This design comes from an exercise in tuning for small area, a short achievable clock period and few clock cycles on the open sky130 flow, not from production work.
Where RTL was checked, it was by simulation tests only, not by an equivalence proof against the original.
The RTL of runs 3 to 7 was laid out without a check of its function.
Power is estimated from default activity; no workload was simulated.

### flow/design.v
`timescale 1ns / 1ps
module data_mem_subsystem(
    input flush,
    input clk,
    input wr_en,
    input [15:0] addr,
    input [7:0] rdata,
    output [7:0] wdata,
    output stall,
    output cache_hit,
    output [15:0] mem_addr,
    output mem_wr_en,
    output [7:0] mem_wdata,
    input [7:0] mem_rdata
    );
wire [6:0] tag   = addr[15:9];
wire [5:0] index = addr[8:3];
reg [6:0] tag_field [0:63];
reg [63:0] valid;
reg [15:0] rd_addr;
reg        rd_valid;
wire lookup   = valid[index] & (tag_field[index] == tag);
wire rd_done  = rd_valid & (rd_addr == addr);    
wire complete = ~wr_en & rd_done;
assign stall     = ~wr_en & ~rd_done;
assign cache_hit = lookup | ~wr_en;
assign wdata     = mem_rdata;
assign mem_wr_en = wr_en;
assign mem_wdata = rdata;
assign mem_addr  = complete ? addr + 16'd1 : addr;
always @(posedge clk) begin
    rd_addr  <= mem_addr;
    rd_valid <= ~wr_en & ~flush;
    if (complete & ~flush)
        tag_field[index] <= tag;
    if (flush)
        valid <= 64'd0;
    else if (complete)
        valid[index] <= 1'b1;
end
endmodule
### flow/run.sh
#!/bin/bash
# synth_recipe.tcl (not shown) runs the flow's synth.tcl, then flattens the netlist and writes it again
# the make line also repeats each setting of config.mk as NAME=value (left out here)
make -C /OpenROAD-flow-scripts/flow DESIGN_CONFIG=/design/flow/config.mk WORK_HOME=/design/flow/orfs CLKGATE_MAP_FILE= SYNTH_SCRIPT=/design/flow/synth_recipe.tcl finish
### flow/config.mk
export PLATFORM = sky130hd
export DESIGN_NAME = data_mem_subsystem
export DESIGN_NICKNAME = data_mem_subsystem
export VERILOG_FILES = /design/flow/design.v
export SDC_FILE = /design/flow/constraint.sdc
export NUM_CORES = 4
export LEC_CHECK = 0
export CAP_MARGIN = 20
export CORE_MARGIN = 2
export CORE_UTILIZATION = 40
export SLEW_MARGIN = 20
export SYNTH_MEMORY_MAX_BITS = 8192
### flow/constraint.sdc
create_clock -name core_clock -period 10.0 [get_ports {clk}]
set_input_delay 2.0000 -clock core_clock [delete_from_list [all_inputs] [get_ports {clk}]]
set_output_delay 2.0000 -clock core_clock [all_outputs]
set_load 0.01 [all_outputs]
==> summary.txt, run 1 <==
via count 12910; Layout Nets about 1500; CTS tree built; HP Class flip-flop to flip-flop; Hold Buf Count CTS 0; sequential area share after synthesis 70.19%; clk sink count 529; Synthesized Nets roughly 1400; unrepaired setup endpoints after global routing no; Max-Cap Viols 0; gpl congestion 0.9314; most frequent cells in the layout edfxtp_1 (448), nor2_1 (135), dfxtp_1 (81); Non-Filler Instances 2160; Core ar. 52870 µm²; worst-margin pin slew 1132 ps; layout cells sized above 1 14.40%; Rows 84; vias in the first global route approximately 13000; Leak 7.668 nW; Mapped Cells 1397; grt ovf 0; Syn Std Cell Area 21480 µm²; P&R area growth vs syn 12.21%; number of synthesized flops with an enable pin 448; WL final 60.46 mm; Die Span X 235.7 µm; fin crit period 8531 ps; Max Freq 117.2 MHz; postcts setup bufs 0; pins over their slew limit 0; Routed WL per cell 27.99 µm; most common cell after layout, fill and taps aside edfxtp_1; CP startpoint kind primary input; Starting Density 40.62%; largest net degree at the start of global routing 71; placed cells just over 2000; DRT Pass-1 Iters 5; TNS Setup 0 ps; CTS Buf Count 53; Tot Pwr 4.574 mW; Final Cycle Share 85.31%; I/O pins 70; final-report setup violation count 0; n_diodes 0; DPL Wire Length 39.59 mm; Final Skew 35.53 ps; Crit. End Element primary output; total track usage 21.70%; Avg Synthesized Cell Area approximately 15 µm²; first-pass GRT wire length about 89 mm; Req. time, crit path about 8000 ps; DRT iter0 DRCs between 1000 and 1500; CTS H-tree depth 2; predominant post-synthesis flop cell edfxtp_1; DR vias/cell 5.975; Clk Latency, worst-skew pair 620 ps; port buffer count 37; antenna violations before repair 0; crit path DAT 6530 ps; # DRC 0; Power per Cell Area 189.8 nW/µm²; Clock transition at path regs 60 ps; clock buffer depth 3; Die Area 55560 µm²; Post-synth ARST share 0%; Max VDD drop 0.1184 mV; number of synthesis warnings 1; DRT antenna net count 0; crit path kind primary input to primary output; # resized after CTS 0; root buffer cell clkbuf_16; status finished clean; CP Max Fanout between 60 and 70; Slew HR 24.52%; unique cell type count in the Yosys netlist 72; FF+latch count, synth about 530; Die Y-Extent between 200 and 250 µm; Final Hold Viols 0
-- metal layers --
layer | GRT usage [%] | routed length [µm] | up-vias
met3 | 5.734 | 5764 | 133
met2 | 33.59 | 27670 | 688
met4 | 7.624 | 2128 | 0
met5 | 0 | 0 | -
met1 | 29.64 | 24900 | 6564
li1 | - | - | 5522
-- metrics by stage --
step / util (%) / worst slack, ps / hold WS, ps / area [µm²]
final: 45.58 / 1469 / 473.0 / 24100
after global routing: 45.58 / 1365 / 495.2 / 24100
after CTS: 45.58 / 1674 / 473.1 / 24100
after detailed placement: 42.44 / 1713 / 457.8 / 22440
after global placement: 42.44 / 1651 / 443.3 / 22440
after floorplan: - / 3627 / 428.0 / 21480
-- worst max-delay path, stage by stage --
cell,delay [ps]
buf_6,460
and3b_1,630
o2bb2ai_1,280
a2111oi_0,810
nor4_1,200
or4b_1,510
a22oi_1,200
nand4_1,160
o41ai_2,560
clkdlybuf4s50_1,640
-- cell type report --
cell class                 count  area [µm²]
inverter                      41       153.9
clock buffer                  66        1449
tap                          688       860.8
clock inverter                34       211.5
fill                        4565       28770
timing repair buffer          74       623.1
multi-input combinational    728        5725
sequential                   529       15070
-- kinds of logic after synthesis --
kind of cell / synth area share [%]
XOR/XNOR: 1.509
AND/OR/NAND/NOR: 7.650
AO/OA/AOI/OAI: 8.069
adder cells (fa/ha/maj): 0.2913
multiplexers: 9.065
buffers and inverters: 3.222
flip-flops: 70.19
-- power breakdown --
part / leakage, nW / switching, mW / internal (mW)
logic: 2.16 / 0.186 / 0.0850
clock network: 0.823 / 0.834 / 1.08
registers: 4.68 / 0.00141 / 2.39
-- registers in the layout, summed over array words and instances (netlist names) --
name       count
rd_addr       16
valid         64
rd_valid       1
tag_field    448
-- path summary, 6_finish.rpt --
path | start | endpoint | slack (ps) | depth (start not counted)
max reg2reg | rd_addr[1] | tag_field[5][3] | 6510 | 9
min reg2reg | valid[14] | valid[14] | 470 | 2
min | valid[14] | valid[14] | 470 | 2
max | addr[5] | cache_hit | 1470 | 10
-- cell usage after synthesis, types with 8 or more instances --
cell type	count	area [µm²]
nand2_1	58	217.7
xor2_1	13	113.9
o22ai_1	36	225.2
buf_4	25	187.7
mux2i_1	37	370.4
nand2b_1	8	50.05
a31oi_1	11	68.82
nor2_1	135	506.7
nor2b_1	10	62.56
nand3_1	26	130.1
buf_2	28	140.1
a21oi_1	59	295.3
a221oi_1	9	78.83
and3_1	10	62.56
nand4_1	19	118.9
xnor2_1	24	210.2
edfxtp_1	448	13450
dfxtp_1	81	1622
inv_1	37	138.9
o21ai_0	18	90.09
clkbuf_1	39	146.4
nand4b_1	8	70.07
a22o_1	18	157.7
a22oi_1	47	352.8
mux4_2	66	1486
Testbench counts, summed over its fixed seeds: cycles 47,714.
==> inputs of run 2 (changes only) <==
--- a/flow/config.mk
+++ b/flow/config.mk
@@ -8,5 +8,6 @@
 export CAP_MARGIN = 20
 export CORE_MARGIN = 2
 export CORE_UTILIZATION = 40
+export SETUP_SLACK_MARGIN = 4
 export SLEW_MARGIN = 20
 export SYNTH_MEMORY_MAX_BITS = 8192
==> summary.txt, run 2 <==
Core ar. 52870 µm² (unchanged); largest family of logic cells by synthesized area multiplexers; WL final 66.54 mm (+10%); vias in the first global route 13190 (+4.1%); port buffer count 37 (unchanged); Leak 8.528 nW (+11%); mux contribution to synthesized area 9.065% (unchanged); adder-cell share of the synthesized area 0.2913% (unchanged); Tot Pwr 4.700 mW (+2.8%); largest net degree at the start of global routing 68 (-4.2%); number of synthesized flops with an enable pin 448 (unchanged); unique cell type count in the Yosys netlist 72 (unchanged); Synth Area in Simple Gates 7.650% (unchanged); fill count 4434 (-2.9%); clock buffer depth 3 (unchanged); Max-Cap Viols 0 (unchanged); DRT Pass-1 Iters 5 (unchanged); Place WS 1716 ps (+3.800 ps); most common cell after layout, fill and taps aside edfxtp_1; Avg Synthesized Cell Area 15.37 µm² (unchanged); Die Y-Extent 235.7 µm (unchanged); gpl congestion 0.9308 (about the same); crit path kind primary input to primary output; CTS Buf Count 53 (unchanged); Power per Cell Area 182.5 nW/µm² (-3.9%); Max Freq 145.1 MHz (+24%); Non-Filler Instances 2248 (+4.1%); Mapped Cells 1397 (unchanged); Rows 84 (unchanged); CTS H-tree depth 2 (unchanged); Top Registers tag_field (448), valid (64), rd_addr (16); status finished clean; Routed WL per cell 29.60 µm (+5.7%); P&R area growth vs syn 19.93%; worst-margin pin slew 1200 ps (+68.15 ps); Starting Density 40.62% (unchanged); CTS tree built; crit path DAT 4890 ps (-1640 ps); Max VDD drop 0.1282 mV (+8.2%); Synthesized Nets 1437 (unchanged); Slew HR 19.68% (-4.8 points); clk sink count 529 (unchanged); predominant post-synthesis flop cell edfxtp_1; grt ovf 0 (unchanged); TNS Setup 0 ps (unchanged); first-pass GRT wire length 94.05 mm (+6.2%); via count 13620 (+5.5%); Clk Latency, worst-skew pair 610 ps (about the same); DRT antenna net count 0 (unchanged); FF+latch count, synth 529 (unchanged); # DRC 0 (unchanged); total track usage 23.30% (+1.6 points); DRT iter0 DRCs 1855 (+24%); Layout Nets 1557 (+6.1%); CP startpoint kind primary input; Post-synth ARST share 0% (unchanged); Top reg by flops tag_field; Final Hold Viols 0 (unchanged); pins over their slew limit 0 (unchanged); HP Class flip-flop to flip-flop; most frequent cell after synthesis edfxtp_1; CP Max Fanout 6 (-91%); Req. time, crit path 8000 ps (about the same); I/O pins 70 (unchanged); placed cells 2062 (+0.097%); n_diodes 0 (unchanged); root buffer cell clkbuf_16; most frequent cells in the layout edfxtp_1 (448), nor2_1 (129), buf_4 (82); top cells by count, synth edfxtp_1 (448), nor2_1 (135), dfxtp_1 (81); Final Util 48.72% (+3.1 points); post-synthesis compound-gate area fraction 8.069% (unchanged); Die Span X 235.7 µm (unchanged); Final Skew 17.95 ps (-17.58 ps); setup slack after layout 3109 ps (+1640 ps); synth top area cells edfxtp_1 (63%), dfxtp_1 (7.6%), mux4_2 (6.9%); fin crit period 6891 ps (-1640 ps); xor/xnor share of the synthesized area 1.509% (unchanged); share of the synthesized area in the top cell type 62.64% (unchanged); layout cells sized above 1 24.42% (+10 points); number of synthesis warnings 1 (unchanged); Die Area 55560 µm² (unchanged); final-report setup violation count 0 (unchanged); largest area contributor in the netlist edfxtp_1; antenna violations before repair 2 (+2); unrepaired setup endpoints after global routing yes; Clock transition at path regs 60 ps (about the same); sequential area share after synthesis 70.19% (unchanged); Crit. End Element primary output; Syn Std Cell Area 21480 µm² (unchanged); Final Cycle Share 68.91% (-16 points); DR vias/cell 6.059 (+1.4%); DPL Wire Length 38.83 mm (-1.9%); Largest register FFs 448 (unchanged)
run 2: critical path, stage by stage:
cell and delay (ps):
clkbuf_16 160, and3b_2 240, buf_6 140, buf_4 130
o2bb2ai_1 130, a2111oi_2 450, nor4_2 100, or4b_1 550
a22oi_2 170, nand4_1 140, o41ai_4 450, buf_2 210
run 2: per-layer routing:
metal | share of wire [%] | GRT usage [%]
met1 | 40 | 32.66
met2 | 45 | 35.20
met3 | 11 | 5.769
met4 | 4.2 | 8.686
met5 | 0.020 | 0
run 2: through the flow:
step / hold slack, ps / instance area, µm²
3_3_place_gp: 452.3 / 22480
5_1_grt: 492.6 / 25760
3_5_place_dp: 451.8 / 22490
4_1_cts: 468.9 / 25240
6_report: 469.2 / 25760
2_1_floorplan: 428.0 / 21550
run 2: kinds of logic (layout without fill, tap and decap cells):
group	count (synthesis)	after routing
buffers and inverters	140	303
AO/OA/AOI/OAI	249	249
adder cells (fa/ha/maj)	5	5
XOR/XNOR	37	37
flip-flops	529	529
AND/OR/NAND/NOR	326	326
multiplexers	111	111
run 2: path summary, 6_finish.rpt:
check | startpoint | to | slack (ps) | cells past startpoint
max | addr[3] | cache_hit | 3110 | 12
min | valid[5] | valid[5] | 470 | 2
max reg2reg | rd_addr[1] | tag_field[26][3] | 6000 | 10
min reg2reg | valid[5] | valid[5] | 470 | 2
run 2: power breakdown:
group / switching [mW] / leakage, nW / internal [mW]
registers: 0.00178 / 4.68 / 2.39
logic: 0.214 / 3.02 / 0.130
clock network: 0.834 / 0.828 / 1.13
total: 1.05 / 8.53 / 3.65
run 2: what timing repair did:
action                     in CTS  in global routing
cloned                         12                  5
setup buffers                  47                 24
hold buffers                    0                  0
gates resized for setup       176                 59
setup endpoints to repair      18                 18
pin swaps                      23                 33
run 2: area by class of cell:
| type | count | area (µm²) | area share [%] |
|---|---|---|---|
| Timing Repair Buffer | 164 | 1823 | 7.078 |
| Tap cell | 688 | 860.8 | 3.342 |
| Clock buffer | 63 | 1406 | 5.460 |
| Clock inverter | 35 | 295.3 | 1.146 |
| Multi-Input combinational cell | 728 | 6133 | 23.81 |
| Sequential cell | 529 | 15070 | 58.53 |
| Inverter | 41 | 162.7 | 0.6315 |
==> inputs of run 3 (changes only) <==
--- a/flow/design.v
+++ b/flow/design.v
@@ -19,7 +19,16 @@
 reg [63:0] valid;
 reg [15:0] rd_addr;
 reg        rd_valid;
-wire lookup   = valid[index] & (tag_field[index] == tag);
+reg [7:0] m;
+reg [7:0] cand;
+integer gj;
+always @* begin
+    for (gj = 0; gj < 8; gj = gj + 1) begin
+        cand = {valid[8*gj + addr[5:3]], tag_field[8*gj + addr[5:3]]};
+        m[gj] = cand[7] & (cand[6:0] == tag);
+    end
+end
+wire lookup = m[addr[8:6]];
 wire rd_done  = rd_valid & (rd_addr == addr);    
 wire complete = ~wr_en & rd_done;
 assign stall     = ~wr_en & ~rd_done;
--- a/flow/config.mk
+++ b/flow/config.mk
@@ -8,6 +8,6 @@
 export CAP_MARGIN = 20
 export CORE_MARGIN = 2
 export CORE_UTILIZATION = 40
-export SETUP_SLACK_MARGIN = 4
+export SETUP_SLACK_MARGIN = 5
 export SLEW_MARGIN = 20
 export SYNTH_MEMORY_MAX_BITS = 8192
==> summary.txt, run 3 <==
DRT Pass-1 Iters 8 (+3); Routed WL per cell 26.45 µm (-11%); most used cell, CP buf_16; CP max stage cell a222oi_1; I/O pins 70 (unchanged); predominant post-synthesis flop cell edfxtp_1; Core ar. 53710 µm² (+1.6%); Avg Synthesized Cell Area 15.76 µm² (+2.5%); first-pass GRT wire length 84.86 mm (-9.8%); clk sink count 529 (unchanged); Clk Latency, worst-skew pair 610 ps (about the same); CTS H-tree depth 2 (unchanged); DPL Wire Length 33.06 mm (-15%); WL final 57.55 mm (-14%); Slowest Stage Delay on Critical Path 420 ps (-130 ps); Leak 8.278 nW (-2.9%); number of synthesized flops with an enable pin 448 (unchanged); Synthesized Nets 1415 (-1.5%); largest net degree at the start of global routing 76 (+12%); HP Class flip-flop to flip-flop; TNS Setup 0 ps (unchanged); CTS tree built; clock buffer depth 3 (unchanged); Die Y-Extent 236.8 µm (+0.45%); Req. time, crit path 8000 ps (about the same); most common cell after layout, fill and taps aside edfxtp_1; Hold Buf Count CTS 0 (unchanged); Clock transition at path regs 60 ps (about the same); Top Registers tag_field (448), valid (64), rd_addr (16); top cells by count, synth edfxtp_1 (448), nor2_1 (137), dfxtp_1 (81); Final Hold Viols 0 (unchanged); worst hold slack 469.5 ps (+0.3110 ps); Layout Nets 1478 (-5.1%); Syn Std Cell Area 21670 µm² (+0.92%); P&R area growth vs syn 17.65%; port buffer count 37 (unchanged); Die Span X 236.8 µm (+0.45%); crit path kind primary input to primary output; most frequent cell after synthesis edfxtp_1; Starting Density 40.35% (-0.27 points); sequential area share after synthesis 69.55% (-0.64 points); worst-margin pin slew 912.2 ps (-288.2 ps); Top reg by flops tag_field; synth top area cells edfxtp_1 (62%), dfxtp_1 (7.5%), mux4_2 (7.3%); CTS Buf Count 55 (+3.8%); n_diodes 0 (unchanged); fin crit period 6607 ps (-284.1 ps); unrepaired setup endpoints after global routing yes; Mapped Cells 1375 (-1.6%); CP startpoint kind primary input; crit path DAT 4610 ps (-280 ps); FF+latch count, synth 529 (unchanged); grt ovf 0 (unchanged); setup slack after layout 3393 ps (+284.1 ps); Final Skew 31.61 ps (+13.67 ps); status finished clean; Non-Filler Instances 2176 (-3.2%); antenna violations before repair 1 (-1); unique cell type count in the Yosys netlist 61 (-15%); crit path cell chain buf_16 -> buf_16 -> mux2_4 -> a222oi_1 -> o21ai_1 -> xor2_1 -> nor4_2 -> nand4_1 -> o2111ai_2 -> a32o_2 -> buf_6; CP Max Fanout 5 (-1); largest area contributor in the netlist edfxtp_1; most frequent cells in the layout edfxtp_1 (448), dfxtp_1 (81), mux2i_1 (73); vias in the first global route 12700 (-3.8%); Max VDD drop 0.1187 mV (-7.4%); Rows 85 (+1.2%); DR vias/cell 5.774 (-4.7%); via count 12570 (-7.7%); Place WS 1972 ps (+256.1 ps); total track usage 20.64% (-2.7 points); Slew HR 38.96% (+19 points); Power per Cell Area 179.6 nW/µm² (-1.6%); Largest register FFs 448 (unchanged); final-report setup violation count 0 (unchanged); # DRC 0 (unchanged); Post-synth ARST share 0% (unchanged); gpl congestion 0.8295 (-11%); DRT antenna net count 0 (unchanged); Die Area 56060 µm² (+0.90%); share of the synthesized area in the top cell type 62.07% (-0.57 points); placed cells 2043 (-0.92%); Max Freq 151.4 MHz (+4.3%); Final Cycle Share 66.07% (-2.8 points); root buffer cell clkbuf_16; Tot Pwr 4.580 mW (-2.5%); Crit. End Element primary output; layout cells sized above 1 25.00% (+0.58 points); number of synthesis warnings 1 (unchanged); Max-Cap Viols 0 (unchanged); pins over their slew limit 0 (unchanged); DRT iter0 DRCs 1414 (-24%)
run 3: changes by cell type in the layout (fill, tap and decap cells not counted), moves of 17 or more:
cell      delta
buf_4       -43
nor2_1      -58
nor2_4      +35
xnor2_1     +33
mux2i_1     +36
a221oi_1    +21
xor2_1      +17
a22oi_1     -20
nor2_2      +27
run 3: worst paths after layout:
check | cells past startpoint | end | start | slack [ps]
hold / removal | 2 | valid[17] | valid[17] | 470
setup reg to reg | 8 | tag_field[21][4] | rd_addr[0] | 6340
setup / recovery | 11 | cache_hit | addr[3] | 3390
hold reg to reg | 2 | valid[17] | valid[17] | 470
run 3: cells by family (layout without fill, tap and decap cells):
kind of cell / Yosys count / count (layout) / share of synthesized area [%]
AO/OA/AOI/OAI: 198 / 198 / 6.189
adder cells (fa/ha/maj): 5 / 5 / 0.2887
buffers and inverters: 131 / 236 / 3.100
multiplexers: 165 / 165 / 11.79
XOR/XNOR: 88 / 88 / 3.556
flip-flops: 529 / 529 / 69.55
AND/OR/NAND/NOR: 259 / 259 / 5.525
run 3: routing by layer:
| metal | routed length, µm | part of all wire (%) | global-route usage [%] | up-vias |
|---|---|---|---|---|
| li1 | - | - | - | 5462 |
| met1 | 24970 | 43 | 29.62 | 6445 |
| met2 | 26270 | 46 | 31.77 | 553 |
| met3 | 4687 | 8.1 | 4.127 | 105 |
| met4 | 1626 | 2.8 | 6.483 | 0 |
| met5 | 0 | 0 | 0 | - |
run 3: repair_timing:
action | 4_1_cts | 5_1_grt
pin swaps | 17 | 11
setup endpoints to repair | 467 | 344
buffers inserted | 22 | 1
gates cloned | 11 | 0
gates resized for setup | 170 | 51
run 3: per-stage QoR:
stage                     instance area [µm²]  utilization, %
after global placement                  22730           42.33
after global routing                    25500           47.48
final                                   25500           47.48
after CTS                               25300           47.11
after floorplan                         21920               -
after detailed placement                22730           42.33
run 3: critical path, delay by kind of cell:
kind / cells / cell delay (ps)
xor+xnor: 1 / 170
buf+inv: 3 / 390
simple gates: 2 / 750
compound gates: 4 / 980
mux: 1 / 300
run 3: cell type report:
| cell class | instances | area [µm²] |
|---|---|---|
| Multi-Input combinational cell | 715 | 6553 |
| Tap cell | 696 | 870.8 |
| Clock inverter | 27 | 138.9 |
| Clock buffer | 72 | 1471 |
| Timing Repair Buffer | 102 | 1259 |
| Inverter | 35 | 132.6 |
| Sequential cell | 529 | 15070 |
| Fill cell | 4473 | 28210 |
run 3: power breakdown:
| group | internal, mW | total, mW | switching (mW) |
|---|---|---|---|
| Clock | 1.03 | 1.86 | 0.832 |
| Combinational | 0.128 | 0.324 | 0.196 |
| Sequential | 2.39 | 2.39 | 0.00200 |
==> inputs of run 4 (changes only) <==
--- a/flow/design.v
+++ b/flow/design.v
@@ -19,16 +19,21 @@
 reg [63:0] valid;
 reg [15:0] rd_addr;
 reg        rd_valid;
-reg [7:0] m;
-reg [7:0] cand;
-integer gj;
-always @* begin
-    for (gj = 0; gj < 8; gj = gj + 1) begin
-        cand = {valid[8*gj + addr[5:3]], tag_field[8*gj + addr[5:3]]};
-        m[gj] = cand[7] & (cand[6:0] == tag);
-    end
+wire [7:0] ent [0:63];
+genvar gi;
+generate for (gi = 0; gi < 64; gi = gi + 1) begin : g_ent
+    assign ent[gi] = {valid[gi], tag_field[gi]};
+end endgenerate
+wire [7:0] m1 [0:15];
+wire [7:0] m2 [0:3];
+generate for (gi = 0; gi < 16; gi = gi + 1) begin : g_m1
+    assign m1[gi] = ent[4*gi + addr[4:3]];
 end
-wire lookup = m[addr[8:6]];
+for (gi = 0; gi < 4; gi = gi + 1) begin : g_m2
+    assign m2[gi] = m1[4*gi + addr[6:5]];
+end endgenerate
+wire [7:0] sel = m2[addr[8:7]];
+wire lookup = sel[7] & (sel[6:0] == tag);
 wire rd_done  = rd_valid & (rd_addr == addr);    
 wire complete = ~wr_en & rd_done;
 assign stall     = ~wr_en & ~rd_done;
==> summary.txt, run 4 <==
status finished clean; CP Max Fanout 7 (+2); pins over their slew limit 0 (unchanged); grt ovf 0 (unchanged); Routed WL per cell 27.72 µm (+4.8%); gpl congestion 0.8741 (+5.4%); # DRC 0 (unchanged); Crit. End Element primary output; root buffer cell clkbuf_16; crit path kind primary input to primary output; Power per Cell Area 183.5 nW/µm² (+2.2%); Post-synth ARST share 0% (unchanged); DRT Pass-1 Iters 5 (-3); unique cell type count in the Yosys netlist 66 (+8.2%); setup slack after layout 2877 ps (-516.1 ps); Hold Buf Count CTS 0 (unchanged); Reg power frac 51.3% (-1.0 points); Int Pwr 3.591 mW (+1.1%); Die Area 54200 µm² (-3.3%); Largest register FFs 448 (unchanged); Rows 83 (-2.4%); Synthesized Nets 1525 (+7.8%); Top Registers tag_field (448), valid (64), rd_addr (16); Slowest Stage Delay on Critical Path 530 ps (+110 ps); most frequent cells in the layout edfxtp_1 (448), a22oi_1 (173), dfxtp_1 (81); Core ar. 51510 µm² (-4.1%); Starting Density 40.66% (+0.30 points); top cells by count, synth edfxtp_1 (448), a22oi_1 (174), nor2_1 (127); Clock transition at path regs 60 ps (about the same); DPL Wire Length 35.31 mm (+6.8%); CTS Buf Count 54 (-1.8%); layout cells sized above 1 23.31% (-1.7 points); Leak 8.176 nW (-1.2%); unrepaired setup endpoints after global routing yes; Combinational Power Share 7.7% (+0.6 points); most frequent cell after synthesis edfxtp_1; final-report setup violation count 0 (unchanged); number of synthesis warnings 1 (unchanged); Switching Share 22.99% (+0.51 points); DRT antenna net count 0 (unchanged); number of synthesized flops with an enable pin 448 (unchanged); P&R area growth vs syn 21.32%; Syn Std Cell Area 20940 µm² (-3.4%); Mapped Cells 1483 (+7.9%); clk sink count 529 (unchanged); Final Cycle Share 71.23% (+5.2 points); worst reg2reg path startpoint rd_addr[7]; largest net degree at the start of global routing 70 (-7.9%); predominant post-synthesis flop cell edfxtp_1; Max Freq 140.4 MHz (-7.2%); most common cell after layout, fill and taps aside edfxtp_1; clock buffer depth 3 (unchanged); via count 14020 (+12%); I/O pins 70 (unchanged); WL final 63.69 mm (+11%); synth top area cells edfxtp_1 (64%), dfxtp_1 (7.7%), a22oi_1 (6.2%); CP startpoint kind primary input; Max VDD drop 0.1244 mV (+4.8%); total track usage 23.48% (+2.8 points); Hold Startpoint valid[12]; Avg Synthesized Cell Area 14.12 µm² (-10%); largest area contributor in the netlist edfxtp_1; Req. time, crit path 8000 ps (about the same); antenna violations before repair 1 (unchanged); Die Y-Extent 232.8 µm (-1.7%); Final Skew 16.98 ps (-14.63 ps); HP Class flip-flop to flip-flop; DRT iter0 DRCs 1946 (+38%); FF+latch count, synth 529 (unchanged); CTS tree built; Psw 1.072 mW (+4.1%); worst-margin pin slew 1047 ps (+135.2 ps); Place WS 1259 ps (-713.9 ps); CTS H-tree depth 2 (unchanged); Worst Setup SP addr[4]; Buf/Inv on CP 5 (+2); Die Span X 232.8 µm (-1.7%); CP max stage cell or4_4; Clk Latency, worst-skew pair 610 ps (about the same); Top reg by flops tag_field; Clock Power Share 41.0% (+0.3 points); sequential area share after synthesis 71.98% (+2.4 points); share of the synthesized area in the top cell type 64.24% (+2.2 points); Final Hold Viols 0 (unchanged); placed cells 2114 (+3.5%); crit path DAT 5120 ps (+510 ps); crit path cell chain buf_12 -> buf_12 -> ha_4 -> buf_12 -> buf_4 -> or4_4 -> o21ai_1 -> a2111oi_0 -> a222oi_1 -> nand3b_1 -> or4b_4 -> o41ai_4 -> buf_2; Slew HR 29.92% (-9.0 points); DR vias/cell 6.100 (+5.6%); TNS Setup 0 ps (unchanged); fin crit period 7123 ps (+516.1 ps); Max-Cap Viols 0 (unchanged); first-pass GRT wire length 93.29 mm (+9.9%); Layout Nets 1618 (+9.5%); CP top delay family simple AND/OR/NAND/NOR gates; vias in the first global route 13860 (+9.2%); Non-Filler Instances 2298 (+5.6%); most used cell, CP buf_12; port buffer count 37 (unchanged); final instance area 25410 µm² (-0.36%); Post-DP Area 21960 µm² (-3.4%)
## run 4: changes by cell type after synthesis, sizes merged, moves of 14 or more
cell	change
a21oi	-15
a22o	+15
a22oi	+153
a31oi	+25
buf	+14
mux2	-21
mux2i	-72
mux4	-67
nand2	+27
nand3	+57
o22ai	-14
xnor2	-35
xor2	-14
## run 4: tightest hold or removal path: stages, from the launching register on
cell	delay (ps)
dfxtp_1	330
a31oi_1	40
nor2_1	70
## run 4: power groups by stage
stage | logic [mW] | clock network (mW) | registers [mW]
6_report | 0.358 | 1.91 | 2.39
5_1_grt | 0.376 | 2.01 | 2.39
4_1_cts | 0.348 | 1.93 | 2.39
3_5_place_dp | 0.283 | 0 | 2.44
3_3_place_gp | 0.280 | 0 | 2.44
2_1_floorplan | 0.164 | 0 | 2.44
## run 4: stage by stage
| step | power (mW) | hold WS, ps | util [%] |
|---|---|---|---|
| after CTS | 4.669 | 473.8 | 48.65 |
| after floorplan | 2.604 | 435.7 | - |
| final | 4.663 | 474.5 | 49.32 |
| after global placement | 2.720 | 447.0 | 42.63 |
| after global routing | 4.777 | 500.9 | 49.32 |
| after detailed placement | 2.723 | 459.8 | 42.63 |
## run 4: logic make-up (layout without fill, tap and decap cells)
family          Yosys count  after routing  share of synthesized area [%]
compound gates          388            388                          13.84
mux                       5              5                         0.4242
xor+xnor                 39             39                          1.631
buf+inv                 158            291                          3.627
other cells               0              1                              0
flops                   529            529                          71.98
simple gates            357            358                          8.072
fa+ha+maj                 7              7                         0.4182
## run 4: timing repair
action                                  in CTS  in global routing
setup buffers                               63                 15
pin swaps                                   28                 13
endpoints found under the setup margin     470                459
cloned                                       8                  0
gates resized for setup                    279                 51
## run 4: per-layer routing
layer,up-vias,routed length [µm],track usage (%)
met1,7076,25640,31.79
li1,6032,-,-
met3,149,5875,4.718
met5,-,0,0
met4,0,2418,9.375
met2,761,29760,37.16
## run 4: final cells by class
class                   count  area (µm²)
diodes                      1       2.502
inverters                  37       147.6
multi-input cells         797        5856
repair buffers            157        1831
flip-flops and latches    529       15070
well taps                 680       850.8
clock inverters            25       185.2
fillers                  4391       26100
clock buffers              72        1460
## run 4: worst paths after layout
check / endpoint / slack (ps) / depth (start not counted)
setup / recovery: cache_hit / 2880 / 13
hold / removal: valid[12] / 470 / 2
setup reg to reg: tag_field[61][1] / 6300 / 9
hold reg to reg: valid[12] / 470 / 2
==> inputs of run 5 (changes only) <==
==> flow/design.v (replaced) <==
`timescale 1ns / 1ps
module data_mem_subsystem(
    input flush,
    input clk,
    input wr_en,
    input [15:0] addr,
    input [7:0] rdata,
    output [7:0] wdata,
    output stall,
    output cache_hit,
    output [15:0] mem_addr,
    output mem_wr_en,
    output [7:0] mem_wdata,
    input [7:0] mem_rdata
    );
wire [6:0] tag   = addr[15:9];
wire [5:0] index = addr[8:3];
reg [6:0] tag_field [0:63];
reg [63:0] valid;
reg       second;      
reg       hit_q;       
assign stall     = ~second;
assign cache_hit = hit_q;
assign wdata     = mem_rdata;
assign mem_wr_en = wr_en;
assign mem_wdata = rdata;
assign mem_addr  = addr;
always @(posedge clk) begin
    second <= ~second & ~flush;
    hit_q  <= ~wr_en | (valid[index] & (tag_field[index] == tag));
    if (second & ~wr_en & ~flush)
        tag_field[index] <= tag;
    if (flush)
        valid <= 64'd0;
    else if (second & ~wr_en)
        valid[index] <= 1'b1;
end
endmodule
==> summary.txt, run 5 <==
status finished clean; clock buffer depth 3 (unchanged); P&R area growth vs syn 13.95%; Avg Synthesized Cell Area 15.37 µm² (+8.8%); DPL Wire Length 34.50 mm (-2.3%); Largest register FFs 448 (unchanged); most frequent cells in the layout edfxtp_1 (448), nor2_1 (151), a21oi_1 (80); via count 12780 (-8.8%); layout cells sized above 1 14.70% (-8.6 points); Slew HR 24.98% (-4.9 points); Die Area 53740 µm² (-0.86%); Mapped Cells 1351 (-8.9%); Synthesized Nets 1390 (-8.9%); Crit Reg-Reg Endpoint tag_field[59][2]; xor/xnor share of the synthesized area 0.2110% (-1.4 points); CP Max Fanout 52 (+45); global route hottest layer met2; worst-margin pin slew 1125 ps (+77.95 ps); total track usage 22.88% (-0.60 points); pins over their slew limit 0 (unchanged); Leak 7.677 nW (-6.1%); clk sink count 514 (-2.8%); CTS Buf Count 52 (-3.7%); I/O pins 70 (unchanged); worst reg2reg path startpoint second; gpl congestion 0.9406 (+7.6%); DRT antenna net count 0 (unchanged); grt ovf 0 (unchanged); port buffer count 31 (-16%); crit path DAT 3060 ps (-2060 ps); DRT iter0 DRCs 1754 (-9.9%); Die Y-Extent 231.8 µm (-0.43%); Hold Startpoint second; Layout Nets 1394 (-14%); fill count 4474 (+1.9%); Die Span X 231.8 µm (-0.43%); Max Freq 197.7 MHz (+41%); Clk Latency, worst-skew pair 610 ps (about the same); unrepaired setup endpoints after global routing yes; WHS Endpoint second; final-report setup violation count 0 (unchanged); Routed WL per cell 29.91 µm (+7.9%); met3 Use GR 5.305% (+0.59 points); Max VDD drop 0.1427 mV (+15%); Power per Cell Area 189.2 nW/µm² (+3.1%); unique cell type count in the Yosys netlist 68 (+3.0%); Max-Cap Viols 0 (unchanged); largest area contributor in the netlist edfxtp_1; synth top area cells edfxtp_1 (65%), dfxtp_1 (6.4%), mux4_2 (4.2%); DRT Pass-1 Iters 8 (+3); adder-cell share of the synthesized area 0.2411% (-0.18 points); CP startpoint kind primary input; # DRC 0 (unchanged); Final Cycle Share 50.58% (-21 points); most frequent cell after synthesis edfxtp_1; n_diodes 0 (-1); met1 Track Usage GR 31.39% (-0.40 points); crit path kind primary input to primary output; top cells by count, synth edfxtp_1 (448), nor2_1 (151), a21oi_1 (80); Top reg by flops tag_field; number of synthesis warnings 1 (unchanged); Syn Std Cell Area 20760 µm² (-0.87%); post-synthesis compound-gate area fraction 8.589% (-5.3 points); mux contribution to synthesized area 8.420% (+8.0 points); hold path depth 1 (-1); vias in the first global route 12370 (-11%); FF+latch count, synth 514 (-2.8%); met2 Usage GRT 35.30% (-1.9 points); root buffer cell clkbuf_16; CTS H-tree depth 2 (unchanged); Core ar. 51300 µm² (-0.40%); Synth Area in Simple Gates 8.010% (-0.062 points); CTS tree built; DR vias/cell 6.160 (+0.98%); Rows 83 (unchanged); Crit. End Element primary output; HP Class flip-flop to flip-flop; Final Hold Viols 0 (unchanged); antenna violations before repair 3 (+2); Clock transition at path regs 60 ps (about the same); WL final 62.07 mm (-2.5%); largest net degree at the start of global routing 68 (-2.9%); most common cell after layout, fill and taps aside edfxtp_1; share of the synthesized area in the top cell type 64.81% (+0.57 points); fin crit period 5058 ps (-2065 ps); Post-synth ARST share 0% (unchanged); Final Skew 21.98 ps (+5.002 ps); Top Registers tag_field (448), valid (64); R2R depth 4 (-5); Req. time, crit path 8000 ps (about the same); TNS Setup 0 ps (unchanged); flop2flop setup slack 6850 ps (+550 ps); largest family of logic cells by synthesized area compound AO/OA/AOI/OAI gates; sequential area share after synthesis 71.17% (-0.81 points); first-pass GRT wire length 88.52 mm (-5.1%); worst hold slack 411.8 ps (-62.65 ps); Starting Density 40.46% (-0.19 points); number of synthesized flops with an enable pin 448 (unchanged); predominant post-synthesis flop cell edfxtp_1
run 5: changes by cell type in the layout (fill, tap and decap cells not counted), sizes merged, moves of 22 or more:
cell / delta
mux4: +36
a21oi: +50
a22oi: -111
mux2: +22
nand2: -28
nand3: -68
inv: -26
o22ai: -22
mux2i: +60
buf: -113
run 5: how the worst max path moves through the flow:
| stage | from | endpoint | slack (ps) |
|---|---|---|---|
| 2_1_floorplan | addr[3] | hit_q | 5650 |
| 3_3_place_gp | addr[3] | hit_q | 3860 |
| 3_5_place_dp | addr[3] | hit_q | 3880 |
| 4_1_cts | addr[4] | mem_addr[4] | 4900 |
| 5_1_grt | addr[4] | mem_addr[4] | 4900 |
| 6_report | addr[4] | mem_addr[4] | 4940 |
run 5: worst max-delay path, cell delays in order:
cell	delay, ps
buf_16	230
buf_16	250
clkdlybuf4s50_1	570
run 5: cells by family (layout without fill, tap and decap cells):
kind of cell,after synthesis,in the layout
buffers and inverters,129,173
DFF,514,514
AOI/OAI and AO/OA,255,255
and+or+nand+nor,321,321
adders and majority gates,4,4
xor gates and xnor gates,5,5
muxes,123,123
run 5: final cells by class:
cell class	instances	area [µm²]	area share [%]
clock inverter	32	261.5	1.106
timing repair buffer	70	1080	4.565
multi-input combinational	708	5315	22.47
clock buffer	62	1339	5.660
tap	680	850.8	3.597
inverter	9	33.78	0.1428
sequential	514	14770	62.46
run 5: what timing repair did:
action | 4_1_cts | 5_1_grt
hold buffers | 0 | 0
gates resized for setup | 51 | 4
endpoints found under the setup margin | 118 | 5
cloned | 12 | 4
setup buffers | 0 | 1
run 5: through the flow:
| stage | instances | setup slack (ps) | total power [mW] | utilization, % | instance area (µm²) |
|---|---|---|---|---|---|
| floorplan | 1351 | 5646 | 2.520 | - | 20760 |
| global placement | 1964 | 3859 | 2.612 | 41.71 | 21400 |
| detailed placement | 1964 | 3879 | 2.614 | 41.73 | 21410 |
| CTS | 2070 | 4898 | 4.480 | 45.86 | 23530 |
| global route | 2075 | 4896 | 4.588 | 46.11 | 23650 |
| finish | 2075 | 4942 | 4.476 | 46.11 | 23650 |
run 5: metal layers:
metal,share of wire (%),wire length [µm]
met5,0.021,13
met4,4.0,2486
met3,9.9,6148
met2,45,27880
met1,41,25540
run 5: power breakdown:
part | internal (mW) | total, mW | switching, mW
clock network | 1.03 | 1.86 | 0.826
registers | 2.33 | 2.33 | 0.00145
logic | 0.0999 | 0.283 | 0.183
total | 3.47 | 4.48 | 1.01
==> inputs of run 6 (changes only) <==
--- a/flow/config.mk
+++ b/flow/config.mk
@@ -7,7 +7,9 @@
 export LEC_CHECK = 0
 export CAP_MARGIN = 20
 export CORE_MARGIN = 2
-export CORE_UTILIZATION = 40
+export CORE_UTILIZATION = 60
+export CTS_BUF_LIST = sky130_fd_sc_hd__clkbuf_4 sky130_fd_sc_hd__clkbuf_8
+export CTS_CLUSTER_SIZE = 30
 export SETUP_SLACK_MARGIN = 5
 export SLEW_MARGIN = 20
 export SYNTH_MEMORY_MAX_BITS = 8192
==> summary.txt, run 6 <==
crit path DAT 5300 ps (+2240 ps); clock buffer depth 3 (unchanged); Max Freq 198.8 MHz (+0.52%); grt ovf 0 (unchanged); Clock transition at path regs 60 ps (about the same); Max-Cap Viols 0 (unchanged); Die Area 36100 µm² (-33%); Max VDD drop 0.1426 mV (about the same); Req. time, crit path 10270 ps (+2270 ps); Final Util 66.56% (+20 points); most common cell after layout, fill and taps aside edfxtp_1; Top reg by flops tag_field; DRT iter0 DRCs 1475 (-16%); clk sink count 514 (unchanged); Die Y-Extent 190.0 µm (-18%); Clk Latency, worst-skew pair 650 ps (+40 ps); Post-DP Area 21160 µm² (-1.2%); most frequent cell after synthesis edfxtp_1; Layout Nets 1411 (+1.2%); Largest register FFs 448 (unchanged); fill count 2426 (-46%); HP Class flip-flop to flip-flop; Leak 7.455 nW (-2.9%); DRT Pass-1 Iters 5 (-3); Post-synth ARST share 0% (unchanged); synth top area cells edfxtp_1 (65%), dfxtp_1 (6.4%), mux4_2 (4.2%); Syn Std Cell Area 20760 µm² (unchanged); Die Span X 190.0 µm (-18%); multi-input logic area 5320 µm² (about the same); Final Hold Viols 0 (unchanged); port buffer count 31 (unchanged); worst hold slack 422.6 ps (+10.79 ps); predominant post-synthesis flop cell edfxtp_1; Mapped Cells 1351 (unchanged); crit path kind primary input to flip-flop; first-pass GRT wire length 82.17 mm (-7.2%); FF+latch count, synth 514 (unchanged); Rows 68 (-18%); antenna violations before repair 0 (-3); Synthesized Nets 1390 (unchanged); most frequent cells in the layout edfxtp_1 (448), nor2_1 (151), clkbuf_8 (84); DPL Wire Length 33.68 mm (-2.4%); largest net degree at the start of global routing 70 (+2.9%); placed cells 1743 (-11%); number of synthesis warnings 1 (unchanged); # DRC 0 (unchanged); layout cells sized above 1 17.19% (+2.5 points); CTS tree built; CTS H-tree depth 3 (+1); Final Skew 29.79 ps (+7.811 ps); vias in the first global route 11960 (-3.3%); CP max stage cell and3b_1; root buffer cell clkbuf_8; DR vias/cell 6.699 (+8.8%); share of the synthesized area in the top cell type 64.81% (unchanged); status finished clean; CP startpoint kind primary input; unique cell type count in the Yosys netlist 68 (unchanged); number of synthesized flops with an enable pin 448 (unchanged); fin crit period 5031 ps (-26.31 ps); CP Max Fanout 64 (+23%); TNS Setup 0 ps (unchanged); total track usage 31.87% (+9.0 points); FF/Latch Area 14770 µm² (unchanged); Crit. End Element flip-flop; Avg Synthesized Cell Area 15.37 µm² (unchanged); Final Cycle Share 50.31% (-0.26 points); Starting Density 60.54% (+20 points); gpl congestion 0.8856 (-5.8%); unrepaired setup endpoints after global routing no; pins over their slew limit 0 (unchanged); Core ar. 34290 µm² (-33%); CTS Buf Count 81 (+56%); hold path depth 1 (unchanged); WL final 57.08 mm (-8.0%); I/O pins 70 (unchanged); crit path cell chain buf_12 -> buf_4 -> and3b_1 -> nand2_1 -> nor2_1; P&R area growth vs syn 9.939%; Routed WL per cell 30.17 µm (+0.85%); Power per Cell Area 190.5 nW/µm² (+0.65%); largest area contributor in the netlist edfxtp_1; Top Registers tag_field (448), valid (64); final-report setup violation count 0 (unchanged); via count 12680 (-0.84%); Non-Filler Instances 1892 (-8.8%); final instance area 22820 µm² (-3.5%); R2R depth 4 (unchanged); worst-margin pin slew 1022 ps (-103.2 ps); DRT antenna net count 0 (unchanged); Slowest Stage Delay on Critical Path 890 ps (+320 ps); sequential area share after synthesis 71.17% (unchanged); Slew HR 31.33% (+6.4 points); top cells by count, synth edfxtp_1 (448), nor2_1 (151), a21oi_1 (80); n_diodes 0 (unchanged)
[run 6: cell count changes in the layout (fill, tap and decap cells not counted), moves of 3 or more]
| cell | change |
|---|---|
| bufbuf_16 | -11 |
| clkbuf_16 | -56 |
| clkbuf_1 | -10 |
| inv_6 | +3 |
| buf_12 | -5 |
| clkbuf_8 | +83 |
| buf_4 | +10 |
| clkinv_1 | +9 |
| clkbuf_4 | +32 |
| clkinv_2 | -6 |
[run 6: cell type report]
type,count,area share (%)
Sequential cell,514,64.74
Multi-Input combinational cell,708,23.31
Clock buffer,117,6.151
Tap cell,455,2.495
Timing Repair Buffer,58,2.286
Clock inverter,31,0.8717
Inverter,9,0.1480
[run 6: power by group]
part	switching (mW)	internal, mW	total [mW]
combinational	0.166	0.0749	0.241
clock	0.814	0.958	1.77
sequential	0.00130	2.33	2.33
[run 6: metrics by stage]
step           power [mW]  setup slack [ps]
5_1_grt             4.469              5000
4_1_cts             4.359              4781
3_3_place_gp        2.611              4018
3_5_place_dp        2.613              3969
6_report            4.347              4969
2_1_floorplan       2.520              5646
[run 6: final timing paths]
path / startpoint / endpoint / slack [ps]
setup / recovery: addr[4] / tag_field[62][3] / 4970
setup reg to reg: second / tag_field[0][1] / 6970
hold reg to reg: second / second / 420
hold / removal: second / second / 420
[run 6: critical path, delay by kind of cell]
family | cells | cell delay (ps)
buf+inv | 2 | 840
simple gates | 3 | 2360
[run 6: logic make-up after synthesis]
group                    count (synthesis)  share of synthesized area (%)
flip-flops                             514                          71.17
AND/OR/NAND/NOR                        321                          8.010
AO/OA/AOI/OAI                          255                          8.589
buffers and inverters                  129                          3.357
multiplexers                           123                          8.420
XOR/XNOR                                 5                         0.2110
adder cells (fa/ha/maj)                  4                         0.2411
[run 6: repair_timing]
action | 4_1_cts | 5_1_grt
hold buffers | 0 | 0
setup buffers | 0 | 0
gates cloned | 0 | 1
hold endpoints to repair | 0 | 0
endpoints found under the setup margin | 64 | 3
gates resized for setup | 16 | 4
[run 6: layer usage]
layer | wire [µm] | track usage [%]
met1 | 23520 | 46.32
met5 | 0 | 0
met2 | 26200 | 47.63
met4 | 2074 | 12.05
met3 | 5297 | 7.176
==> inputs of run 7 (changes only) <==
==> flow/flow/run.sh (new file) <==
#!/bin/bash
set -euo pipefail
export SETUP_SLACK_MARGIN=6
export BUFFER_PORTS_ARGS="-buffer_cell sky130_fd_sc_hd__buf_4"
bash standard.sh > orfs_make.log 2>&1
==> flow/standard.sh (new file) <==
#!/bin/bash
# synth_recipe.tcl (not shown) runs the flow's synth.tcl, then flattens the netlist and writes it again
# the make line also repeats each setting of config.mk as NAME=value (left out here)
make -C /OpenROAD-flow-scripts/flow DESIGN_CONFIG=/design/flow/config.mk WORK_HOME=/design/flow/orfs CLKGATE_MAP_FILE= SYNTH_SCRIPT=/design/flow/synth_recipe.tcl "${@:-finish}"
==> flow/config.mk (replaced) <==
export PLATFORM = sky130hd
export DESIGN_NAME = data_mem_subsystem
export DESIGN_NICKNAME = data_mem_subsystem
export VERILOG_FILES = /design/flow/design.v
export SDC_FILE = /design/flow/constraint.sdc
export NUM_CORES = 4
export LEC_CHECK = 0
export CAP_MARGIN = 20
export CORE_MARGIN = 2
export CORE_UTILIZATION = 50
export SLEW_MARGIN = 20
export SYNTH_MEMORY_MAX_BITS = 8192
removed: flow/run.sh
==> summary.txt, run 7 <==
crit path DAT 4850 ps (-450 ps); flop2flop setup slack 7110 ps (+140 ps); Crit. End Element flip-flop; Reg power frac 52.0% (-1.7 points); DRT iter0 DRCs 1876 (+27%); Starting Density 50.72% (-9.8 points); largest area contributor in the netlist edfxtp_1; clk sink count 514 (unchanged); Max VDD drop 0.1401 mV (-1.8%); number of synthesized flops with an enable pin 448 (unchanged); share of the synthesized area in the top cell type 64.81% (unchanged); FF+latch count, synth 514 (unchanged); R2R depth 4 (unchanged); Rows 74 (+8.8%); Final Cycle Share 42.95% (-7.4 points); P&R area growth vs syn 17.70%; DRT Pass-1 Iters 8 (+3); Core ar. 40920 µm² (+19%); top cells by count, synth edfxtp_1 (448), nor2_1 (151), a21oi_1 (80); vias in the first global route 12600 (+5.3%); Final Hold Viols 0 (unchanged); worst hold slack 410.0 ps (-12.57 ps); Clk Latency, worst-skew pair 600 ps (-50 ps); Synthesized Nets 1390 (unchanged); WL final 64.90 mm (+14%); Max Freq 232.8 MHz (+17%); Syn Std Cell Area 20760 µm² (unchanged); n_diodes 0 (unchanged); CTS tree built; worst-margin pin slew 1119 ps (+96.42 ps); Non-Filler Instances 1966 (+3.9%); Final Skew 25.91 ps (-3.883 ps); Int Pwr 3.484 mW (+3.5%); unique cell type count in the Yosys netlist 68 (unchanged); Clock Power Share 40.8% (about the same); synth top area cells edfxtp_1 (65%), dfxtp_1 (6.4%), mux4_2 (4.2%); sequential area share after synthesis 71.17% (unchanged); predominant post-synthesis flop cell edfxtp_1; Routed WL per cell 33.01 µm (+9.4%); fin crit period 4295 ps (-736.1 ps); Hold Buf Count CTS 0 (unchanged); Power per Cell Area 183.7 nW/µm² (-3.5%); Clock transition at path regs 60 ps (about the same); clock buffer depth 3 (unchanged); CTS Buf Count 52 (-36%); WHS Endpoint second; Mapped Cells 1351 (unchanged); total track usage 30.04% (-1.8 points); via count 13100 (+3.4%); unrepaired setup endpoints after global routing yes; Psw 1.005 mW (+2.3%); Combinational Power Share 7.2% (+1.7 points); placed cells 1808 (+3.7%); Slew HR 25.22% (-6.1 points); Die Area 43160 µm² (+20%); setup slack after layout 5705 ps (+736.1 ps); Post-synth ARST share 0% (unchanged); Die Y-Extent 207.8 µm (+9.3%); Die Span X 207.8 µm (+9.3%); DR vias/cell 6.663 (-0.54%); TNS Setup 0 ps (unchanged); pins over their slew limit 0 (unchanged); largest net degree at the start of global routing 67 (-4.3%); most frequent cells in the layout edfxtp_1 (448), nor2_1 (88), a21oi_1 (80); Place WS 4238 ps (+268.3 ps); CP startpoint kind primary input; CTS H-tree depth 2 (-1); hold path depth 1 (unchanged); Switching Share 22.38% (-0.21 points); Leak 8.104 nW (+8.7%); antenna violations before repair 0 (unchanged); Avg Synthesized Cell Area 15.37 µm² (unchanged); Top Registers tag_field (448), valid (64); Layout Nets 1433 (+1.6%); # DRC 0 (unchanged); most common cell after layout, fill and taps aside edfxtp_1; Hold Startpoint second; worst reg2reg path startpoint second; first-pass GRT wire length 92.74 mm (+13%); CP Max Fanout 13 (-80%); Crit Reg-Reg Endpoint tag_field[41][6]; root buffer cell clkbuf_16; Req. time, crit path 10550 ps (+280 ps); Top reg by flops tag_field; gpl congestion 0.8916 (+0.68%); port buffer count 31 (unchanged); I/O pins 70 (unchanged); HP Class flip-flop to flip-flop; most frequent cell after synthesis edfxtp_1; Largest register FFs 448 (unchanged); status finished clean; crit path kind primary input to flip-flop; layout cells sized above 1 23.78% (+6.6 points); final-report setup violation count 0 (unchanged); number of synthesis warnings 1 (unchanged); DRT antenna net count 0 (unchanged); Max-Cap Viols 0 (unchanged); DPL Wire Length 34.46 mm (+2.3%); grt ovf 0 (unchanged)
==> run 7: cell type report <==
class | count | area (µm²)
fillers | 3117 | 16490
flip-flops and latches | 514 | 14770
well taps | 532 | 665.6
repair buffers | 109 | 1782
inverters | 9 | 37.54
clock inverters | 28 | 188.9
multi-input cells | 708 | 5609
clock buffers | 66 | 1375
==> run 7: what timing repair did <==
action / 4_1_cts / 5_1_grt
gates resized for setup: 116 / 15
endpoints found under the setup margin: 527 / 297
pin swaps: 0 / 1
buffers inserted: 33 / 5
cloned: 26 / 0
==> run 7: routing by layer <==
layer | track usage, % | vias to the layer above | part of all wire [%]
met1 | 41.43 | 6669 | 40
met2 | 45.93 | 840 | 46
met3 | 6.974 | 183 | 9.7
li1 | - | 5408 | -
met4 | 13.26 | 0 | 4.8
met5 | 0 | - | 0
==> run 7: critical path: stages <==
cell and delay [ps]:
bufbuf_16 260, buf_4 150, and3b_1 330, buf_4 290, a22oi_1 160, a41oi_1 260
or4_4 650, or3_1 350, a211oi_2 210, a41o_1 180
==> run 7: kinds of logic after synthesis <==
logic type,share of synthesized area (%)
xor+xnor,0.2110
simple gates,8.010
compound gates,8.589
fa+ha+maj,0.2411
buf+inv,3.357
flops,71.17
mux,8.420
==> run 7: through the flow <==
step | util [%] | cell area, µm² | total power, mW
final | 59.70 | 24430 | 4.489
after global placement | 51.93 | 21250 | 2.612
after CTS | 59.46 | 24330 | 4.492
after global routing | 59.70 | 24430 | 4.593
after floorplan | - | 21060 | 2.530
after detailed placement | 51.93 | 21250 | 2.613
==> run 7: worst max-delay path by stage <==
stage | end | startpoint | slack, ps
2_1_floorplan | hit_q | addr[4] | 5790
3_3_place_gp | hit_q | addr[4] | 4250
3_5_place_dp | hit_q | addr[4] | 4240
4_1_cts | mem_addr[5] | addr[5] | 5740
5_1_grt | hit_q | addr[7] | 5720
6_report | hit_q | addr[5] | 5700
==> run 7: power by group through the flow <==
stage / Sequential [mW] / Clock, mW / Combinational [mW]
2_1_floorplan: 2.38 / 0 / 0.151
3_3_place_gp: 2.38 / 0 / 0.233
3_5_place_dp: 2.38 / 0 / 0.235
4_1_cts: 2.33 / 1.85 / 0.314
5_1_grt: 2.33 / 1.93 / 0.333
6_report: 2.33 / 1.83 / 0.325
==> inputs of run 8 (changes only) <==
--- a/flow/design.v
+++ b/flow/design.v
@@ -18,21 +18,27 @@
 reg [6:0] tag_field [0:63];
 reg [63:0] valid;
 reg       second;      
-reg       hit_q;       
+reg       rd_q;        
+reg [5:0] index_q;     
+reg [6:0] tag_q;
+reg [7:0] entry_q;     
 assign stall     = ~second;
-assign cache_hit = hit_q;
+assign cache_hit = rd_q | (entry_q[7] & (entry_q[6:0] == tag_q));
 assign wdata     = mem_rdata;
 assign mem_wr_en = wr_en;
 assign mem_wdata = rdata;
 assign mem_addr  = addr;
 always @(posedge clk) begin
-    second <= ~second & ~flush;
-    hit_q  <= ~wr_en | (valid[index] & (tag_field[index] == tag));
-    if (second & ~wr_en & ~flush)
-        tag_field[index] <= tag;
+    second  <= ~second & ~flush;
+    rd_q    <= ~wr_en;
+    index_q <= index;
+    tag_q   <= tag;
+    entry_q <= {valid[index], tag_field[index]};
+    if (second & rd_q)
+        tag_field[index_q] <= tag_q;
     if (flush)
         valid <= 64'd0;
-    else if (second & ~wr_en)
-        valid[index] <= 1'b1;
+    else if (second & rd_q)
+        valid[index_q] <= 1'b1;
 end
 endmodule
==> flow/flow/run.sh (replaced) <==
#!/bin/bash
set -euo pipefail
export SETUP_SLACK_MARGIN=5.8
export BUFFER_PORTS_ARGS="-buffer_cell sky130_fd_sc_hd__buf_4"
bash standard.sh > orfs_make.log 2>&1
==> summary.txt, run 8 <==
Non-Filler Instances 1761 (-10%); CP Max Fanout 3 (-10); fill count 3170 (+1.7%); layout cells sized above 1 24.06% (+0.28 points); Slew HR 26.48% (+1.3 points); largest net degree at the start of global routing 66 (-1.5%); most frequent cell after synthesis edfxtp_1; largest family of logic cells by synthesized area multiplexers; DRT Pass-1 Iters 5 (-3); root buffer cell clkbuf_16; Final Hold Viols 0 (unchanged); share of the synthesized area in the top cell type 64.14% (-0.67 points); xor/xnor share of the synthesized area 0.3758% (+0.16 points); Die Area 43600 µm² (+1.0%); I/O pins 70 (unchanged); most common cell after layout, fill and taps aside edfxtp_1; synth top area cells edfxtp_1 (64%), mux4_2 (14%), dfxtp_1 (8.3%); top cells by count, synth edfxtp_1 (448), nor2_1 (142), mux4_2 (135); sequential area share after synthesis 72.44% (+1.3 points); Synthesized Nets 1195 (-14%); Die Span X 208.8 µm (+0.51%); Max-Cap Viols 0 (unchanged); WL final 49.63 mm (-24%); multi-input logic area 5214 µm² (-7.0%); DRT iter0 DRCs 1185 (-37%); placed cells 1643 (-9.1%); Power per Cell Area 197.3 nW/µm² (+7.4%); Post-synth ARST share 0% (unchanged); CTS Buf Count 54 (+3.8%); FF/Latch Area 15200 µm² (+2.9%); Mapped Cells 1156 (-14%); FF+latch count, synth 535 (+4.1%); antenna violations before repair 0 (unchanged); pins over their slew limit 0 (unchanged); Synth Area in Simple Gates 4.372% (-3.6 points); Buf/Inv on CP 2 (-1); Avg Synthesized Cell Area 18.14 µm² (+18%); setup slack after layout 5781 ps (+76.31 ps); Req. time, crit path 8000 ps (-2550 ps); Starting Density 50.34% (-0.38 points); Max Freq 237.0 MHz (+1.8%); Rows 75 (+1.4%); Syn Std Cell Area 20980 µm² (+1.0%); CP top delay family buffers and inverters; Tot Pwr 4.682 mW (+4.3%); clk sink count 535 (+4.1%); crit path cell chain buf_16 -> buf_6; Core ar. 41670 µm² (+1.8%); Max VDD drop 0.1186 mV (-15%); vias in the first global route 10690 (-15%); DPL Wire Length 28.22 mm (-18%); grt ovf 0 (unchanged); Crit. End Element primary output; mux contribution to synthesized area 15.70% (+7.3 points); Hold Buf Count CTS 0 (unchanged); # DRC 0 (unchanged); total track usage 23.35% (-6.7 points); fin crit period 4219 ps (-76.31 ps); P&R area growth vs syn 13.12%; Post-DP Area 21460 µm² (+0.97%); crit path kind primary input to primary output; TNS Setup 0 ps (unchanged); Die Y-Extent 208.8 µm (+0.51%); largest area contributor in the netlist edfxtp_1; number of synthesized flops with an enable pin 448 (unchanged); DRT antenna net count 0 (unchanged); via count 10780 (-18%); Final Skew 27.63 ps (+1.721 ps); port buffer count 31 (unchanged); HP Class flip-flop to flip-flop; first-pass GRT wire length 73.35 mm (-21%); Final Cycle Share 42.19% (-0.76 points); Clock transition at path regs 60 ps (about the same); Clk Latency, worst-skew pair 610 ps (about the same); post-synthesis compound-gate area fraction 4.152% (-4.4 points); Place WS 4686 ps (+448.5 ps); clock buffer depth 3 (unchanged); CTS tree built; DR vias/cell 6.121 (-8.1%); Top reg by flops tag_field; Top Registers tag_field (448), valid (64), entry_q (8); Slowest Stage Delay on Critical Path 110 ps (-540 ps); Routed WL per cell 28.18 µm (-15%); gpl congestion 0.8067 (-9.5%); Layout Nets 1217 (-15%); CTS H-tree depth 2 (unchanged); CP max stage cell buf_16; worst-margin pin slew 1099 ps (-19.76 ps); Leak 7.649 nW (-5.6%); unique cell type count in the Yosys netlist 52 (-24%); final-report setup violation count 0 (unchanged); final instance area 23730 µm² (-2.9%); n_diodes 0 (unchanged); Largest register FFs 448 (unchanged); crit path DAT 2220 ps (-2630 ps); CP startpoint kind primary input; most frequent cells in the layout edfxtp_1 (448), nor2_1 (142), mux4_2 (135); unrepaired setup endpoints after global routing yes; number of synthesis warnings 1 (unchanged); adder-cell share of the synthesized area 0.2386% (-0.0025 points); status finished clean; predominant post-synthesis flop cell edfxtp_1
-- run 8: per-layer routing --
layer  vias up  global-route usage (%)  share of wire, %
met2       417                   36.21                48
met3        84                   3.261               6.4
li1       4633                       -                 -
met4         0                   8.547               3.1
met1      5645                   34.27                43
met5         -                       0                 0
-- run 8: repair_timing --
item                       in CTS  in global routing
cloned                          6                  0
setup endpoints to repair      23                 21
buffers inserted               10                  2
gates resized for setup        49                  4
-- run 8: stage by stage --
stage	hold WS, ps	utilization [%]
3_3_place_gp	423.1	51.50
6_report	454.0	56.95
4_1_cts	456.9	56.88
3_5_place_dp	443.4	51.50
5_1_grt	482.7	56.95
2_1_floorplan	413.2	-
-- run 8: logic make-up after synthesis --
group | after synthesis
adders and majority gates | 4
buffers and inverters | 104
DFF | 535
AOI/OAI and AO/OA | 136
and+or+nand+nor | 208
xor gates and xnor gates | 9
muxes | 160
-- run 8: cell type report --
cell class | count | area share, %
timing repair buffer | 62 | 3.575
sequential | 535 | 64.08
clock buffer | 77 | 6.455
tap | 539 | 2.842
multi-input combinational | 517 | 21.97
clock inverter | 23 | 0.9492
inverter | 8 | 0.1266
-- run 8: where the power goes --
group	internal [mW]	total (mW)	switching, mW
sequential	2.42	2.44	0.0110
combinational	0.101	0.248	0.146
clock	1.17	2.00	0.831
-- run 8: path summary, 6_finish.rpt --
kind	slack (ps)	endpoint	start	cells after the start
worst max-delay path	5780	mem_addr[4]	addr[4]	2
worst min-delay path	450	second	second	1
worst max register to register	6980	tag_field[5][3]	rd_q	4
worst min register to register	450	second	second	1
Testbench counts of run 8, summed over its fixed seeds: cycles 64,000.
==> inputs of run 9 (changes only) <==
--- a/flow/config.mk
+++ b/flow/config.mk
@@ -8,5 +8,8 @@
 export CAP_MARGIN = 20
 export CORE_MARGIN = 2
 export CORE_UTILIZATION = 50
+export CTS_BUF_LIST = sky130_fd_sc_hd__clkbuf_8 sky130_fd_sc_hd__clkbuf_16
+export CTS_CLUSTER_DIAMETER = 60
+export CTS_CLUSTER_SIZE = 20
 export SLEW_MARGIN = 20
 export SYNTH_MEMORY_MAX_BITS = 8192
==> summary.txt, run 9 <==
fill count 3211 (+1.3%); placed cells 1643 (unchanged); Buf/Inv on CP 2 (unchanged); Clock transition at path regs 70 ps (about the same); FF+latch count, synth 535 (unchanged); Req. time, crit path 8000 ps (about the same); clk sink count 535 (unchanged); Slew HR 28.32% (+1.8 points); Final Hold Viols 0 (unchanged); Syn Std Cell Area 20980 µm² (unchanged); Top Registers tag_field (448), valid (64), entry_q (8); clock buffer depth 3 (unchanged); CTS tree built; pins over their slew limit 0 (unchanged); Die Area 43600 µm² (unchanged); root buffer cell clkbuf_16; via count 10620 (-1.5%); largest area contributor in the netlist edfxtp_1; unrepaired setup endpoints after global routing yes; port buffer count 31 (unchanged); DRT Pass-1 Iters 5 (unchanged); CTS Buf Count 37 (-31%); TNS Setup 0 ps (unchanged); antenna violations before repair 1 (+1); number of synthesis warnings 1 (unchanged); Power per Cell Area 180.9 nW/µm² (-8.3%); number of synthesized flops with an enable pin 448 (unchanged); setup slack after layout 5782 ps (+1.140 ps); Crit. End Element primary output; Leak 7.398 nW (-3.3%); CP Max Fanout 3 (unchanged); FF/Latch Area 15200 µm² (unchanged); n_diodes 0 (unchanged); unique cell type count in the Yosys netlist 52 (unchanged); Top reg by flops tag_field; worst-margin pin slew 1065 ps (-33.42 ps); status finished clean; Mapped Cells 1156 (unchanged); Rows 75 (unchanged); P&R area growth vs syn 10.38%; total track usage 22.90% (-0.46 points); top cells by count, synth edfxtp_1 (448), nor2_1 (142), mux4_2 (135); Die Y-Extent 208.8 µm (unchanged); worst reg2reg path startpoint rd_q; Starting Density 50.34% (unchanged); Place WS 4686 ps (unchanged); # DRC 0 (unchanged); Non-Filler Instances 1728 (-1.9%); most frequent cell after synthesis edfxtp_1; CTS H-tree depth 2 (unchanged); sequential area share after synthesis 72.44% (unchanged); Hold Startpoint second; Core ar. 41670 µm² (unchanged); synth top area cells edfxtp_1 (64%), mux4_2 (14%), dfxtp_1 (8.3%); Hold Buf Count CTS 0 (unchanged); fin crit period 4218 ps (-1.140 ps); DRT iter0 DRCs 1280 (+8.0%); multi-input logic area 5214 µm² (unchanged); DPL Wire Length 28.22 mm (unchanged); Avg Synthesized Cell Area 18.14 µm² (unchanged); Max Freq 237.1 MHz (about the same); CP top delay family buffers and inverters; Layout Nets 1201 (-1.3%); DR vias/cell 6.146 (+0.41%); crit path DAT 2220 ps (about the same); DRT antenna net count 0 (unchanged); most common cell after layout, fill and taps aside edfxtp_1; Max VDD drop 0.1029 mV (-13%); met3 Use GR 3.141% (-0.12 points); met1 Track Usage GR 33.94% (-0.33 points); Worst Setup SP addr[4]; Max-Cap Viols 0 (unchanged); crit path kind primary input to primary output; HP Class flip-flop to flip-flop; I/O pins 70 (unchanged); Routed WL per cell 28.24 µm (+0.19%); first-pass GRT wire length 72.03 mm (-1.8%); CP startpoint kind primary input; Clk Latency, worst-skew pair 570 ps (-40 ps); largest net degree at the start of global routing 66 (unchanged); Final Util 55.57% (-1.4 points); most frequent cells in the layout edfxtp_1 (448), nor2_1 (142), mux4_2 (135); final-report setup violation count 0 (unchanged); Final Cycle Share 42.18% (about the same); grt ovf 0 (unchanged); Die Span X 208.8 µm (unchanged); Final Skew 19.80 ps (-7.830 ps); vias in the first global route 10500 (-1.8%); met2 Usage GRT 35.37% (-0.84 points); predominant post-synthesis flop cell edfxtp_1; Slowest Stage Delay on Critical Path 110 ps (about the same); WL final 48.79 mm (-1.7%); Tot Pwr 4.188 mW (-11%); CP max stage cell buf_16; Post-synth ARST share 0% (unchanged); global route hottest layer met2; crit path cell chain buf_16 -> buf_6; share of the synthesized area in the top cell type 64.14% (unchanged); layout cells sized above 1 22.96% (-1.1 points); gpl congestion 0.8067 (unchanged); Largest register FFs 448 (unchanged); Synthesized Nets 1195 (unchanged)
[run 9: per-layer routing]
| layer | part of all wire, % | vias to the layer above |
|---|---|---|
| met2 | 47 | 359 |
| met5 | 0.020 | - |
| met4 | 3.3 | 2 |
| li1 | - | 4591 |
| met3 | 6.1 | 87 |
| met1 | 43 | 5581 |
[run 9: where the power goes]
| part | switching, mW | internal (mW) | total [mW] |
|---|---|---|---|
| clock | 0.754 | 0.756 | 1.51 |
| sequential | 0.0111 | 2.42 | 2.43 |
| combinational | 0.146 | 0.102 | 0.247 |
| total | 0.911 | 3.28 | 4.19 |
[run 9: logic make-up (layout without fill, tap and decap cells)]
family,after synthesis,after routing,share of synthesized area (%)
buf+inv,104,137,2.720
simple gates,208,208,4.373
xor+xnor,9,9,0.3758
flops,535,535,72.44
fa+ha+maj,4,4,0.2386
mux,160,160,15.70
compound gates,136,136,4.152
[run 9: cell type report]
type | count | share of cell area, %
flip-flops and latches | 535 | 65.67
multi-input cells | 517 | 22.52
clock buffers | 40 | 4.275
repair buffers | 63 | 3.696
well taps | 539 | 2.913
clock inverters | 26 | 0.7998
inverters | 8 | 0.1297
[run 9: timing repair]
| item | 4_1_cts | 5_1_grt |
|---|---|---|
| resized for setup | 49 | 4 |
| endpoints found under the setup margin | 23 | 23 |
| buffers inserted | 10 | 3 |
| gates cloned | 6 | 0 |
[run 9: final timing paths]
| path | endpoint | slack (ps) | depth (start not counted) |
|---|---|---|---|
| hold / removal | second | 460 | 1 |
| setup reg to reg | tag_field[5][5] | 6920 | 4 |
| setup / recovery | mem_addr[4] | 5780 | 2 |
| hold reg to reg | second | 460 | 1 |
[run 9: stage by stage]
stage                     hold slack, ps  area [µm²]
after floorplan                    413.2       20980
after global placement             423.1       21460
after detailed placement           443.4       21460
after CTS                          459.2       23110
after global routing               485.3       23150
final                              455.2       23150

==> afterwards: timing with drivers on the ports <==
In the flow no input, the clock included, has a driving cell. The finished layouts below were timed again as built, in two steps.
Step 1 assumes that a clkbuf_16 drives the clock port and a buf_2 every other input.
Step 2 moves the port delays by t, midway between the first and last clock arrival at a register: inputs arrive t later, outputs are due t later. That takes back most of the time a late clock gives input paths.
a / b / c = no drivers / after step 1 / after step 2; a / b = the first two.
run	t (ns)	setup slack, ns	worst setup path after step 2	clock arrival spread, ns	worst slew at a driven data input, ns
run 1	0.655	1.469 / 1.430 / 1.430	input to output	0.043 / 0.043	0.06
run 2	0.665	3.109 / 2.827 / 2.827	input to output	0.022 / 0.023	0.36
run 3	0.665	3.393 / 3.148 / 3.148	input to output	0.039 / 0.039	0.29
run 4	0.663	2.877 / 2.823 / 2.823	input to output	0.020 / 0.019	0.16
run 5	0.655	4.942 / 4.852 / 4.431	input to register	0.028 / 0.028	0.15
run 6	0.683	4.969 / 4.954 / 4.271	input to register	0.033 / 0.032	0.17
run 7	0.651	5.705 / 5.504 / 4.879	input to register	0.027 / 0.027	0.29
run 8	0.655	5.781 / 5.612 / 5.235	input to register	0.028 / 0.029	0.22
run 9	0.613	5.782 / 5.600 / 5.258	input to register	0.022 / 0.022	0.24
After both steps setup and hold are still met in every run listed. For run 7, which loses most, drivers alone change the setup slack by -0.201 ns; drivers and shift together by -0.826 ns.
